This design comes from an exercise in tuning for small area, a short achievable clock period and few clock cycles per item on the open sky130 flow, not from production work.
RTL that was checked went through simulation tests only; none was proved equivalent to the original.
Power is estimated from default activity; no workload was simulated.

// divider_nr
module divider_nr
  #
  (
   parameter BITS      = 16
   )
  (
   input wire                       clk,
   input wire                       reset,
   input wire                       start,
   input wire unsigned [BITS-1:0]   dividend,
   input wire unsigned [BITS-1:0]   divisor,
   output logic                     done,
   output logic unsigned [BITS-1:0] quotient,
   output logic unsigned [BITS-1:0] remainder
   );
Size: roughly 430 cells after synthesis, about 36 flip-flops, ~3500 µm² of cells after synthesis.
==> module divider_nr, before the edit <==
module divider_nr
  #
  (
   parameter BITS      = 16
   )
  (
   input wire                       clk,
   input wire                       reset,
   input wire                       start,
   input wire unsigned [BITS-1:0]   dividend,
   input wire unsigned [BITS-1:0]   divisor,
   output logic                     done,
   output logic unsigned [BITS-1:0] quotient,
   output logic unsigned [BITS-1:0] remainder
   );
  localparam BC = $clog2(BITS);
  logic [BITS-1:0] rem_q;      
  logic [BITS-1:0] quo_q;      
  logic [BC-1:0]   idx_q;      
  logic            busy_q;
  logic [BC:0] na, nb;
  leading_ones #(.SELECTOR("DOWN_FOR"), .BITS(BITS)) u_lod_a (.SW(dividend), .LED(na));
  leading_ones #(.SELECTOR("DOWN_FOR"), .BITS(BITS)) u_lod_b (.SW(divisor | 1'b1), .LED(nb));
  logic signed [BC+1:0] diff;
  logic [BC-1:0]        sh;
  assign diff = $signed({1'b0, na}) - $signed({1'b0, nb});
  assign sh   = diff[BC+1] ? '0 : diff[BC-1:0];
  logic [BITS:0]   trial;
  logic [BITS+1:0] diffr;
  logic            qbit;
  assign trial = {rem_q, dividend[idx_q]};
  assign diffr = {1'b0, trial} - {2'b0, divisor};
  assign qbit  = ~diffr[BITS+1];
  assign done      = busy_q && (idx_q == '0);
  assign quotient  = {quo_q[BITS-2:0], qbit};
  assign remainder = qbit ? diffr[BITS-1:0] : trial[BITS-1:0];
  always_ff @(posedge clk) begin
    if (start) begin
      busy_q <= 1'b1;
      idx_q  <= sh;
      rem_q  <= (dividend >> 1) >> sh;
      quo_q  <= '0;
    end else begin
      if (busy_q) idx_q <= idx_q - 1'b1;
      if (done) busy_q <= 1'b0;
      rem_q <= remainder;
      quo_q <= quotient;
    end
    if (reset) busy_q <= 1'b0;
  end
endmodule
Settings: LEC_CHECK=0, CAP_MARGIN=20, CORE_MARGIN=2, CORE_UTILIZATION=40, SLEW_MARGIN=20; clock period 5.0 ns.
run.sh (not shown) runs the stock make flow with config.mk's settings and CLKGATE_MAP_FILE= SYNTH_SCRIPT=/design/flow/synth_recipe.tcl, a recipe that flattens the netlist after the stock synthesis.
The starting point completed without violations.
Then changed:
--- a/flow/design.v
+++ b/flow/design.v
@@ -97,9 +97,11 @@
    );
   localparam BC = $clog2(BITS);
   logic [BITS-1:0] rem_q;      
-  logic [BITS-1:0] quo_q;      
+  logic [BITS-2:0] quo_q;      
   logic [BC-1:0]   idx_q;      
+  logic            bit_q;      
   logic            busy_q;
+  logic [BITS-1:0] div_q;      
   logic [BC:0] na, nb;
   leading_ones #(.SELECTOR("DOWN_FOR"), .BITS(BITS)) u_lod_a (.SW(dividend), .LED(na));
   leading_ones #(.SELECTOR("DOWN_FOR"), .BITS(BITS)) u_lod_b (.SW(divisor | 1'b1), .LED(nb));
@@ -107,26 +109,29 @@
   logic [BC-1:0]        sh;
   assign diff = $signed({1'b0, na}) - $signed({1'b0, nb});
   assign sh   = diff[BC+1] ? '0 : diff[BC-1:0];
+  logic [BC-1:0] nidx;
+  assign nidx = start ? sh : idx_q - 1'b1;
   logic [BITS:0]   trial;
   logic [BITS+1:0] diffr;
   logic            qbit;
-  assign trial = {rem_q, dividend[idx_q]};
-  assign diffr = {1'b0, trial} - {2'b0, divisor};
+  assign trial = {rem_q, bit_q};
+  assign diffr = {1'b0, trial} - {2'b0, div_q};
   assign qbit  = ~diffr[BITS+1];
   assign done      = busy_q && (idx_q == '0);
-  assign quotient  = {quo_q[BITS-2:0], qbit};
+  assign quotient  = {quo_q, qbit};
   assign remainder = qbit ? diffr[BITS-1:0] : trial[BITS-1:0];
   always_ff @(posedge clk) begin
+    idx_q <= nidx;
+    div_q <= divisor;
+    bit_q <= dividend[nidx];
     if (start) begin
       busy_q <= 1'b1;
-      idx_q  <= sh;
       rem_q  <= (dividend >> 1) >> sh;
       quo_q  <= '0;
     end else begin
-      if (busy_q) idx_q <= idx_q - 1'b1;
       if (done) busy_q <= 1'b0;
       rem_q <= remainder;
-      quo_q <= quotient;
+      quo_q <= quotient[BITS-2:0];
     end
     if (reset) busy_q <= 1'b0;
   end
After rerunning: The new run finished with timing, DRC and antenna clean. Sequential share of layout area came out higher by 6.0 points. Sequential cell count came out higher by 17. Critical path depth came out higher by 2. Power came out higher by a few percent. Worst setup slack improved by 0.28 ns. Count of clock-buffer cells in the layout is unchanged. Non-clock buffer count came out lower by 46. Final cell count came out higher by a few percent. Die area came out higher by roughly a tenth. Final area came out higher slightly. Worst hold slack stays flat. Via count came out higher slightly. Area after synthesis came out higher by roughly a tenth. Utilization came out lower by 3.5 points.
No functional check of the RTL was part of any run of this note.

The RTL this note starts from:
==> flow/design.v <==
`timescale 1ns/10ps
module leading_ones
  #
  (
   parameter SELECTOR,
   parameter BITS      = 16
   )
  (
   input wire [BITS-1:0]         SW,
   output logic [$clog2(BITS):0] LED
   );
  generate
    if (SELECTOR == "UNIQUE_CASE") begin : g_UNIQUE_CASE
      always_comb begin
        LED           = '0;  
        unique case (1'b1)
          SW[15]:  LED  = 16;
          SW[14]:  LED  = 15;
          SW[13]:  LED  = 14;
          SW[12]:  LED  = 13;
          SW[11]:  LED  = 12;
          SW[10]:  LED  = 11;
          SW[9]:   LED  = 10;
          SW[8]:   LED  = 9;
          SW[7]:   LED  = 8;
          SW[6]:   LED  = 7;
          SW[5]:   LED  = 6;
          SW[4]:   LED  = 5;
          SW[3]:   LED  = 4;
          SW[2]:   LED  = 3;
          SW[1]:   LED  = 2;
          SW[0]:   LED  = 1;
        endcase
      end  
    end else if (SELECTOR == "CASE") begin : g_CASE  
      always_comb begin
        LED           = '0;  
        case (1'b1)
          SW[15]:  LED  = 16;
          SW[14]:  LED  = 15;
          SW[13]:  LED  = 14;
          SW[12]:  LED  = 13;
          SW[11]:  LED  = 12;
          SW[10]:  LED  = 11;
          SW[9]:   LED  = 10;
          SW[8]:   LED  = 9;
          SW[7]:   LED  = 8;
          SW[6]:   LED  = 7;
          SW[5]:   LED  = 6;
          SW[4]:   LED  = 5;
          SW[3]:   LED  = 4;
          SW[2]:   LED  = 3;
          SW[1]:   LED  = 2;
          SW[0]:   LED  = 1;
          default: LED  = 0;
        endcase
      end  
    end else if (SELECTOR == "DOWN_FOR") begin : g_UP_IF
      logic found;
      always_comb begin
        LED = '0;
        found = 1'b0;
        for (int i = $high(SW); i >= $low(SW); i--) begin
          if (SW[i] && !found) begin
            LED = i + 1;
            found = 1'b1;
          end
        end
      end
    end else if (SELECTOR == "UP_FOR") begin : g_DOWN_IF
      always_comb begin
        LED = '0;
        for (int i = $low(SW); i <= $high(SW); i++) begin
          if (SW[i]) begin
            LED = i + 1;
          end
        end
      end
    end
  endgenerate
endmodule
`timescale 1ns/10ps
module divider_nr
  #
  (
   parameter BITS      = 16
   )
  (
   input wire                       clk,
   input wire                       reset,
   input wire                       start,
   input wire unsigned [BITS-1:0]   dividend,
   input wire unsigned [BITS-1:0]   divisor,
   output logic                     done,
   output logic unsigned [BITS-1:0] quotient,
   output logic unsigned [BITS-1:0] remainder
   );
  localparam BC = $clog2(BITS);
  logic [BITS-1:0] rem_q;      
  logic [BITS-2:0] quo_q;      
  logic [BC-1:0]   idx_q;      
  logic            bit_q;      
  logic            busy_q;
  logic [BITS-1:0] div_q;      
  function automatic logic [3:0] msb_pos(input logic [15:0] x);
    logic [7:0] y8;
    logic [3:0] y4;
    logic [1:0] y2;
    msb_pos[3] = |x[15:8];
    y8         = msb_pos[3] ? x[15:8] : x[7:0];
    msb_pos[2] = |y8[7:4];
    y4         = msb_pos[2] ? y8[7:4] : y8[3:0];
    msb_pos[1] = |y4[3:2];
    y2         = msb_pos[1] ? y4[3:2] : y4[1:0];
    msb_pos[0] = y2[1];
  endfunction
  logic [3:0] pa, pb;
  logic [4:0] pdiff;
  logic       neg;
  logic [BC-1:0] sh;
  assign pa    = msb_pos(dividend);
  assign pb    = msb_pos(divisor);
  assign pdiff = {1'b0, pa} - {1'b0, pb};
  assign neg   = pdiff[4];
  assign sh    = neg ? '0 : pdiff[3:0];
  logic [2:0]  lo;
  logic [1:0]  hi;
  logic [15:0] v;
  logic [19:0] w;
  logic [15:0] full;
  assign lo   = {1'b0, pa[1:0]} - {1'b0, pb[1:0]};
  assign hi   = pa[3:2] - pb[3:2];
  assign v    = dividend >> lo[1:0];
  assign w    = {v, 4'b0} >> {hi, 2'b0};
  assign full = neg ? dividend : (lo[2] ? w[15:0] : w[19:4]);
  logic [BC-1:0] nidx;
  assign nidx = start ? sh : idx_q - 1'b1;
  logic [BITS:0]   trial;
  logic [BITS+1:0] diffr;
  logic            qbit;
  assign trial = {rem_q, bit_q};
  assign diffr = {1'b0, trial} - {2'b0, div_q};
  assign qbit  = ~diffr[BITS+1];
  assign done      = busy_q && (idx_q == '0);
  assign quotient  = {quo_q, qbit};
  assign remainder = qbit ? diffr[BITS-1:0] : trial[BITS-1:0];
  always_ff @(posedge clk) begin
    idx_q <= nidx;
    div_q <= divisor;
    bit_q <= start ? full[0] : dividend[idx_q - 1'b1];
    if (start) begin
      busy_q <= 1'b1;
      rem_q  <= {1'b0, full[15:1]};
      quo_q  <= '0;
    end else begin
      if (done) busy_q <= 1'b0;
      rem_q <= remainder;
      quo_q <= quotient[BITS-2:0];
    end
    if (reset) busy_q <= 1'b0;
  end
endmodule
Settings: LEC_CHECK=0, ABC_AREA=1, CAP_MARGIN=20, CORE_MARGIN=2, CORE_UTILIZATION=60, SETUP_SLACK_MARGIN=1.0, SLEW_MARGIN=20; clock period 5.0 ns.
standard.sh (not shown) runs the stock make flow with config.mk's settings and CLKGATE_MAP_FILE= SYNTH_SCRIPT=/design/flow/synth_recipe.tcl, a recipe that flattens the netlist after the stock synthesis.
==> flow/flow/run.sh <==
#!/bin/bash
cp standard.sh standard_sh.txt
export BUFFER_PORTS_ARGS="-buffer_cell sky130_fd_sc_hd__buf_2"
bash standard.sh > standard.log 2>&1
Then changed:
--- a/flow/design.v
+++ b/flow/design.v
@@ -123,16 +123,6 @@
   assign pdiff = {1'b0, pa} - {1'b0, pb};
   assign neg   = pdiff[4];
   assign sh    = neg ? '0 : pdiff[3:0];
-  logic [2:0]  lo;
-  logic [1:0]  hi;
-  logic [15:0] v;
-  logic [19:0] w;
-  logic [15:0] full;
-  assign lo   = {1'b0, pa[1:0]} - {1'b0, pb[1:0]};
-  assign hi   = pa[3:2] - pb[3:2];
-  assign v    = dividend >> lo[1:0];
-  assign w    = {v, 4'b0} >> {hi, 2'b0};
-  assign full = neg ? dividend : (lo[2] ? w[15:0] : w[19:4]);
   logic [BC-1:0] nidx;
   assign nidx = start ? sh : idx_q - 1'b1;
   logic [BITS:0]   trial;
@@ -147,10 +137,10 @@
   always_ff @(posedge clk) begin
     idx_q <= nidx;
     div_q <= divisor;
-    bit_q <= start ? full[0] : dividend[idx_q - 1'b1];
+    bit_q <= dividend[nidx];
     if (start) begin
       busy_q <= 1'b1;
-      rem_q  <= {1'b0, full[15:1]};
+      rem_q  <= neg ? (dividend >> 1) : ((dividend >> 1) >> pdiff[3:0]);
       quo_q  <= '0;
     end else begin
       if (done) busy_q <= 1'b0;
Outcome:
- utilization rises by 2.1 points
- fmax is higher slightly
- routed wire length drops by about a fifth
- final cell count falls by about a fifth
- combinational power fell by about a fifth
- worst hold slack improved by 0.0087 ns
- die area goes down by roughly a tenth
- setup slack is better by 0.060 ns
- via count decreases by about a fifth
- synthesized cell count falls by a quarter to a third
Testbench counts after the change, summed over its fixed seeds: cycles 5,943, items 1,600.
No functional check of the RTL was part of the first run of this note.

[re-timing with driven ports]
In the flow no input, the clock included, has a driving cell. The finished layouts below were timed again as built, in two steps. Step 1: set_driving_cell puts a clkbuf_16 on clk and a buf_2 on each other input, an assumption about the parent block. Step 2, shift: input delay + t, output delay - t, t = (earliest + latest rising clock arrival at the registers) / 2. This alone moves slack from input paths to output paths. Slacks: ideal ports / drivers / drivers and shift; pairs: ideal ports / drivers.
run	t (ns)	setup slack, ns	hold WS [ns]	clock arrival spread, ns
the first run of note 1	0.310	0.104 / 0.075 / 0.075	0.461 / 0.461 / 0.461	0.013 / 0.014
the second run of note 1	0.342	0.387 / 0.393 / 0.051	0.460 / 0.460 / 0.460	0.015 / 0.016
the first run of note 2	0.334	1.101 / 1.110 / 0.777	0.420 / 0.420 / 0.420	0.008 / 0.007
the second run of note 2	0.340	1.161 / 1.131 / 0.872	0.429 / 0.429 / 0.429	0.008 / 0.007
After both steps every run listed still meets setup and hold. For the second run of note 1, which loses most, drivers alone change the setup slack by +0.006 ns; drivers and shift together by -0.336 ns.
